What follows belongs to an exercise in optimizing a design on an open flow for small area; a production flow would make more cautious choices.
The RTL was checked by simulation tests, not by an equivalence proof against the original design.
Power is estimated from default activity; no workload was simulated.

`flow/config.mk`:
```
export PLATFORM = sky130hd
export DESIGN_NAME = stopwatch
export DESIGN_NICKNAME = stopwatch
export VERILOG_FILES = /design/flow/design.v
export SDC_FILE = /design/flow/constraint.sdc
export NUM_CORES = 4
export LEC_CHECK = 0
export CAP_MARGIN = 20
export CORE_MARGIN = 2
export CORE_UTILIZATION = 40
export SLEW_MARGIN = 20
```
`flow/constraint.sdc`:
```
create_clock -name core_clock -period 10.0 [get_ports {clk}]
set_input_delay 2.0000 -clock core_clock [delete_from_list [all_inputs] [get_ports {clk}]]
set_output_delay 2.0000 -clock core_clock [all_outputs]
set_load 0.01 [all_outputs]
```
`flow/design.v`:
```
`timescale 1ns / 1ps
module stopwatch
    #(parameter CLOCK_COUNT = 9)(
    input clk, up, down, load, reset_n,
    output [7:0] AN,
    output [6:0] sseg,
    output DP
    );
    localparam [9:0] DB_START = 10'b0111110011;
    localparam [9:0] DB_PULSE = 10'b0111111111;
    localparam [9:0] DB_POL   = 10'b1010101010;
    reg [9:0] db;
    wire [9:0] l = db ^ DB_POL;
    localparam [9:0] DB_MASK  = 10'b1111011111;
    wire pulse = ((l & DB_MASK) == (DB_PULSE & DB_MASK));
    wire db_fb = ~(l[9] ^ l[6]) | pulse;
    always @(posedge clk)
        if (!load)
            db <= DB_START ^ DB_POL;
        else
            db <= {l[8:0], db_fb} ^ DB_POL;
    reg run_q;
    wire run = run_q ^ 1'd0;
    always @(posedge clk, negedge reset_n)
        if (!reset_n)
            run_q <= 1'd0;
        else
            run_q <= (run ^ pulse) ^ 1'd0;
    reg [3:0] T_q;
    wire [3:0] T = T_q ^ 4'd0;
    wire t_end = T[3] & T[0];
    always @(posedge clk, negedge reset_n)
        if (!reset_n)
            T_q <= 4'd0;
        else
            T_q <= 4'd0 ^ T ^ {run & (T[0] & T[1] & T[2] | t_end),
                      run & T[0] & T[1],
                      run & T[0] & ~T[3],
                      run};
    wire tick = run & t_end;
    reg [3:0] d0_q, d1_q, d2_q, d4_q;
    reg [2:0] d3_q, d5_q;
    wire [3:0] d0 = d0_q ^ 4'd0, d1 = d1_q ^ 4'd8, d2 = d2_q ^ 4'd0, d4 = d4_q ^ 4'd0;
    wire [2:0] d3 = d3_q ^ 3'd0, d5 = d5_q ^ 3'd0;
    wire e9_0 = d0[3] & d0[0];
    wire e9_1 = d1[3] & d1[0];
    wire e9_2 = d2[3] & d2[0];
    wire e5_3 = d3[2] & d3[0];
    wire e9_4 = d4[3] & d4[0];
    wire c1 = tick & e9_0;
    wire c2 = c1 & e9_1;
    wire c3 = c2 & e9_2;
    wire c4 = c3 & e5_3;
    wire c5 = c4 & e9_4;
    function [3:0] inc10(input [3:0] q, input e);
        inc10 = q ^ {e & (q[0] & q[1] & q[2] | q[3] & q[0]),
                     e & q[0] & q[1],
                     e & q[0] & ~q[3],
                     e};
    endfunction
    function [2:0] inc6(input [2:0] q, input e);
        inc6 = q ^ {e & q[0] & (q[1] | q[2]),
                    e & q[0] & ~q[2],
                    e};
    endfunction
    always @(posedge clk, negedge reset_n)
        if (!reset_n) begin
            d0_q <= 4'd0; d1_q <= 4'd8; d2_q <= 4'd0;
            d3_q <= 3'd0; d4_q <= 4'd0; d5_q <= 3'd0;
        end else begin
            d0_q <= inc10(d0, tick) ^ 4'd0;
            d1_q <= inc10(d1, c1) ^ 4'd8;
            d2_q <= inc10(d2, c2) ^ 4'd0;
            d3_q <= inc6(d3, c3) ^ 3'd0;
            d4_q <= inc10(d4, c4) ^ 4'd0;
            d5_q <= inc6(d5, c5) ^ 3'd0;
        end
    reg [2:0] R_q;
    reg [2:0] X_q;
    wire [2:0] R = R_q ^ 3'd0, X = X_q ^ 3'd0;
    wire r_end = R[2] & ~R[1] & ~R[0];
    always @(posedge clk, negedge reset_n)
        if (!reset_n) begin
            R_q <= 3'd0;
            X_q <= 3'd0;
        end else begin
            R_q <= {R[1:0], ~(R[2] ^ R[1])} ^ 3'd0;
            X_q <= 3'd0 ^ X ^ {r_end & X[0] & X[1], r_end & X[0], r_end};
        end
    reg S_en_q, S_dp_q;
    reg [3:0] S_val_q;
    wire S_en = S_en_q ^ 1'd0, S_dp = S_dp_q ^ 1'd0;
    wire [3:0] S_val = S_val_q ^ 4'd1;
    always @(posedge clk) begin
        S_en_q  <= ~(X[2] & X[1]) ^ 1'd0;
        S_dp_q  <= ~(X == 3'd2 || X == 3'd4 || X[2] & X[1]) ^ 1'd0;
        S_val_q <= 4'd1 ^ (({4{X == 3'd0}} & d0) | ({4{X == 3'd1}} & d1) |
                 ({4{X == 3'd2}} & d2) | ({4{X == 3'd3}} & {1'b0, d3}) |
                 ({4{X == 3'd4}} & d4) | ({4{X == 3'd5}} & {1'b0, d5}));
    end
    assign AN[0] = ~(S_en & (X == 3'd0));
    assign AN[1] = ~(X == 3'd1);
    assign AN[2] = ~(X == 3'd2);
    assign AN[3] = ~(X == 3'd3);
    assign AN[4] = ~(X == 3'd4);
    assign AN[5] = ~(X == 3'd5);
    assign AN[6] = ~(S_en & (X == 3'd6));
    assign AN[7] = 1'b1;
    assign DP = S_dp;
    wire [3:0] v = S_val;
    wire seg_a = (~v[3] & ~v[2] & ~v[1] & v[0]) |
        (~v[3] & v[2] & ~v[1] & ~v[0]) |
        (v[3] & v[2] & ~v[1] & ~v[0]);
    wire seg_b = (~v[3] & v[2] & ~v[1] & v[0]) |
        (~v[3] & v[2] & v[1] & ~v[0]) |
        (v[3] & v[2] & ~v[1] & v[0]) |
        (v[3] & v[2] & v[1] & ~v[0]);
    wire seg_c = (~v[3] & ~v[2] & v[1] & ~v[0]) |
        (v[3] & ~v[2] & v[1] & ~v[0]) |
        (v[3] & ~v[2] & v[1] & v[0]);
    wire seg_d = (~v[3] & ~v[2] & ~v[1] & v[0]) |
        (~v[3] & v[2] & ~v[1] & ~v[0]) |
        (~v[3] & v[2] & v[1] & v[0]) |
        (v[3] & v[2] & ~v[1] & ~v[0]) |
        (v[3] & v[2] & v[1] & v[0]);
    wire seg_e = (~v[3] & ~v[2] & ~v[1] & v[0]) |
        (~v[3] & ~v[2] & v[1] & v[0]) |
        (~v[3] & v[2] & ~v[1] & ~v[0]) |
        (~v[3] & v[2] & ~v[1] & v[0]) |
        (~v[3] & v[2] & v[1] & v[0]) |
        (v[3] & ~v[2] & ~v[1] & v[0]) |
        (v[3] & ~v[2] & v[1] & v[0]) |
        (v[3] & v[2] & ~v[1] & ~v[0]) |
        (v[3] & v[2] & ~v[1] & v[0]) |
        (v[3] & v[2] & v[1] & v[0]);
    wire seg_f = (~v[3] & ~v[2] & ~v[1] & v[0]) |
        (~v[3] & ~v[2] & v[1] & ~v[0]) |
        (~v[3] & ~v[2] & v[1] & v[0]) |
        (~v[3] & v[2] & v[1] & v[0]) |
        (v[3] & ~v[2] & v[1] & ~v[0]) |
        (v[3] & ~v[2] & v[1] & v[0]) |
        (v[3] & v[2] & v[1] & ~v[0]) |
        (v[3] & v[2] & v[1] & v[0]);
    wire seg_g = (~v[3] & ~v[2] & ~v[1] & ~v[0]) |
        (~v[3] & ~v[2] & ~v[1] & v[0]) |
        (~v[3] & v[2] & v[1] & v[0]) |
        (v[3] & v[2] & v[1] & v[0]);
    assign sseg = {seg_g, seg_f, seg_e, seg_d, seg_c, seg_b, seg_a};
endmodule
```
`flow/run.sh`:
```
#!/bin/bash
# synth_recipe.tcl (not shown) runs the flow's synth.tcl, then flattens the netlist and writes it again
# the make line also repeats each setting of config.mk as NAME=value (left out here)
make -C /OpenROAD-flow-scripts/flow DESIGN_CONFIG=/design/flow/config.mk WORK_HOME=/design/flow/orfs CLKGATE_MAP_FILE= SYNTH_SCRIPT=/design/flow/synth_recipe.tcl finish
```
==> run_results.csv <==
group,metric,value,unit
sta,worstMarginPinSlew,0.6321,ns
synthesis,synth_seq_cells,49,
final_layout,syn_to_final_growth,13.76,%
status,status,"timing/DRC/antenna clean",
synthesis,synth.most_common_cell,"dfrtp_1",
critical_path,r2r-end,"S_val_q[1]",
drt,drt_first_pass_iters,4,
die,core.rowCount,26,
global_routing,grt_max_degree,34,
sta,setup_violations,0,
drt,drc_errors,0,
critical_path,cp-start-kind,"flip-flop",
synthesis,synth_edf_count,0,
min_path,min_to,"db[6]",
min_path,hp-start,"db[5]",
drt,ant_nets,0,
critical_path,rrSetupSlack,8.31,ns
critical_path,crit_fanout,19,
final_layout,n_antenna_cell,0,
sta,relSlewSlack,0.5786,
final_layout,fin_nets,227,
sta,fin_skew,0.004153,ns
pwr,p_per_area,166.5,nW/um^2
clocking,cts_tree,"yes",
clocking,clock_sinks,49,
die,start_util,0.4202,
clocking,cts_resized,0,
die,die_h,77.71,um
final_layout,final_cells,283,
drt,drt_iter0_markers,74,
synthesis,synth_warnings,1,
synthesis,synth_area_leaders,"dfrtp_1, dfxtp_1, ha_1, xnor2_1, nand2_1",
sta,hold_viol_final,0,
synthesis,yosysTopAreaCell,"dfrtp_1",
synthesis,synth_nets,217,
synthesis,yosysTopAreaCellShare,0.3685,
critical_path,reg2reg_from,"X_q[0]",
critical_path,crit_type,"reg2out",
drt,drt-total-wl,3.406,mm
sta,fin_tns_setup,0,ns
clocking,cts_hold_buffers,0,
synthesis,synth_area,2173,um^2
clocking,h-tree-depth,2,
synthesis,synth_cell_types,40,
global_routing,grt_pass1_vias,1316,
sta,rsz0062_at_grt,"false",
clocking,clkLatencyLatePin,0.30,ns
die,die_area,6039,um^2
sta,holdWs,0.3735,ns
final_layout,fillers,470,
place,portBuffers,17,
sta,period_share,0.3827,
final_layout,drive_gt1_frac,0.08451,
clocking,postCtsSetupRepairBufs,0,
global_routing,grt_overflow,0,
critical_path,critPathRequiredTime,8.00,ns
synthesis,ys_seq_area_frac,0.5279,
global_routing,grt_usage,0.1283,
clocking,ctsLongestPathBuffers,2,
place,place_area,2344,um^2
die,die_w,77.71,um
pwr,peakVddDrop,0.0001087,V
sta,max_freq,261.3,MHz
final_layout,fin_area,2472,um^2
synthesis,synthArstFlopShare,0.6735,
place,place.gp.congestion,0.7152,
synthesis,synth_commonest_cells,"dfrtp_1, nand2_1, dfxtp_1",
critical_path,endpoint_kind,"output pin",
final_layout,multi_input_area,908.4,um^2
min_path,min_path_cells,1,
min_path,hold_path.class,"reg2reg",
critical_path,arrival,1.83,ns
sta,drv_slew,0,
flow_run,drv_cap,0,
place,dp_cells,275,
die,core_region_area,5172,um^2
global_routing,grt_pass1_wl,6.134,mm
final_layout,regArea,1147,um^2
synthesis,syn_inst,202,
synthesis,synth_area_per_cell,10.76,um^2
pwr,leakagePower,1.073,nW
sta,post-route-min-period,3.827,ns
critical_path,r2r_cells,2,
clocking,clk_pin_slew,0.09,ns
drt,vias_per_cell,4.742,
synthesis,ys.flop_type,"dfrtp_1",
place,hpwl,2.399,mm
drt,wl_per_cell,12.04,um
die,io_pins,21,
clocking,cts_made_buffers,5,
drt,num_vias,1342,
clocking,root_buffer,"clkbuf_8",
global_routing,antenna_found_initial,0,
logic make-up (layout without fill, tap and decap cells):
group / count (synthesis) / count (layout) / synth area share
buffers and inverters: 21 / 32 / 0.05412
flip-flops: 49 / 49 / 0.5279
other: 1 / 1 / 0.001725
AO/OA/AOI/OAI: 22 / 22 / 0.06218
adder cells (fa/ha/maj): 10 / 10 / 0.05757
multiplexers: 9 / 9 / 0.05584
AND/OR/NAND/NOR: 75 / 75 / 0.1802
XOR/XNOR: 15 / 15 / 0.06045
metrics by stage:
stage	util	power (mW)	setup slack [ns]
after floorplan	-	0.2519	6.987
after global placement	0.4531	0.2622	6.468
after detailed placement	0.4531	0.2632	6.462
after CTS	0.4780	0.4181	6.127
after global routing	0.4780	0.4344	6.007
final	0.4780	0.4117	6.173
flip-flops by register name, indices dropped and copies added, names as in the netlist, 3 cells and up:
register / cells
d0_q: 4
d1_q: 4
R_q: 3
T_q: 4
X_q: 3
d3_q: 3
db: 10
d5_q: 3
d2_q: 4
S_val_q: 4
d4_q: 4
metal layers:
metal  part of all wire  routed length (um)  GRT usage
met1               0.52                1774     0.1757
met2               0.43                1476     0.1862
met4             0.0085                  29    0.05714
met3              0.037                 126    0.03953
met5                  0                   0          0
cell usage in the layout (no fill, tap or decap), types with 4 or more instances in the layout:
master	Yosys	routed
nand2_1	27	27
ha_1	10	10
dfxtp_1	16	16
clkdlybuf4s50_1	0	17
nand3_1	4	4
xnor2_1	13	13
clkbuf_8	0	5
dfrtp_1	32	32
inv_1	6	6
nor2_1	8	8
nor2b_1	9	9
nand2b_1	8	8
a21oi_1	5	5
o21ai_0	8	8
mux2_2	5	5
where the power goes:
group | switching [mW] | internal (mW) | total [mW]
combinational | 0.0122 | 0.0153 | 0.0275
clock | 0.0643 | 0.0893 | 0.154
sequential | 0.0175 | 0.213 | 0.231
cell type report:
| type | instances | share of cell area |
|---|---|---|
| Multi-Input combinational cell | 132 | 0.3674 |
| Inverter | 6 | 0.009109 |
| Tap cell | 70 | 0.03543 |
| Clock inverter | 2 | 0.01417 |
| Sequential cell | 49 | 0.4641 |
| Clock buffer | 6 | 0.03796 |
| Timing Repair Buffer | 18 | 0.07186 |
critical path, cell delays in order (launching register included):
cell and delay, ns:
dfrtp_1 0.75, nand2b_1 0.21, clkdlybuf4s50_1 0.56
worst max path at each step:
stage                     from  endpoint  slack, ns  cells after the start
floorplan           S_val_q[1]   sseg[3]       6.99                      5
global placement        X_q[0]     AN[6]       6.47                      3
detailed placement      X_q[0]     AN[4]       6.46                      2
CTS                     X_q[0]     AN[4]       6.13                      2
global route            X_q[0]     AN[6]       6.01                      3
finish                  X_q[0]     AN[4]       6.17                      2

static timing again, ports no longer ideal:
Ports are ideal in the flow. The routed layout listed here was re-timed in OpenROAD. Step 1 assumes that a clkbuf_16 drives the clock port and a buf_2 every other input. Step 2 moves the port delays by t, midway between the first and last clock arrival at a register: inputs arrive t later, outputs are due t later. That takes back most of the time a late clock gives input paths. Slacks: ideal / step 1 / step 2; pairs: ideal / step 1.
shift t [ns]: 0.322
setup WS [ns]: 6.173 / 6.146 / 6.467
hold WS [ns]: 0.373 / 0.373 / 0.373
After both steps setup and hold are still met in this run. For this run, drivers alone change the setup slack by -0.027 ns; drivers and shift together by +0.294 ns.
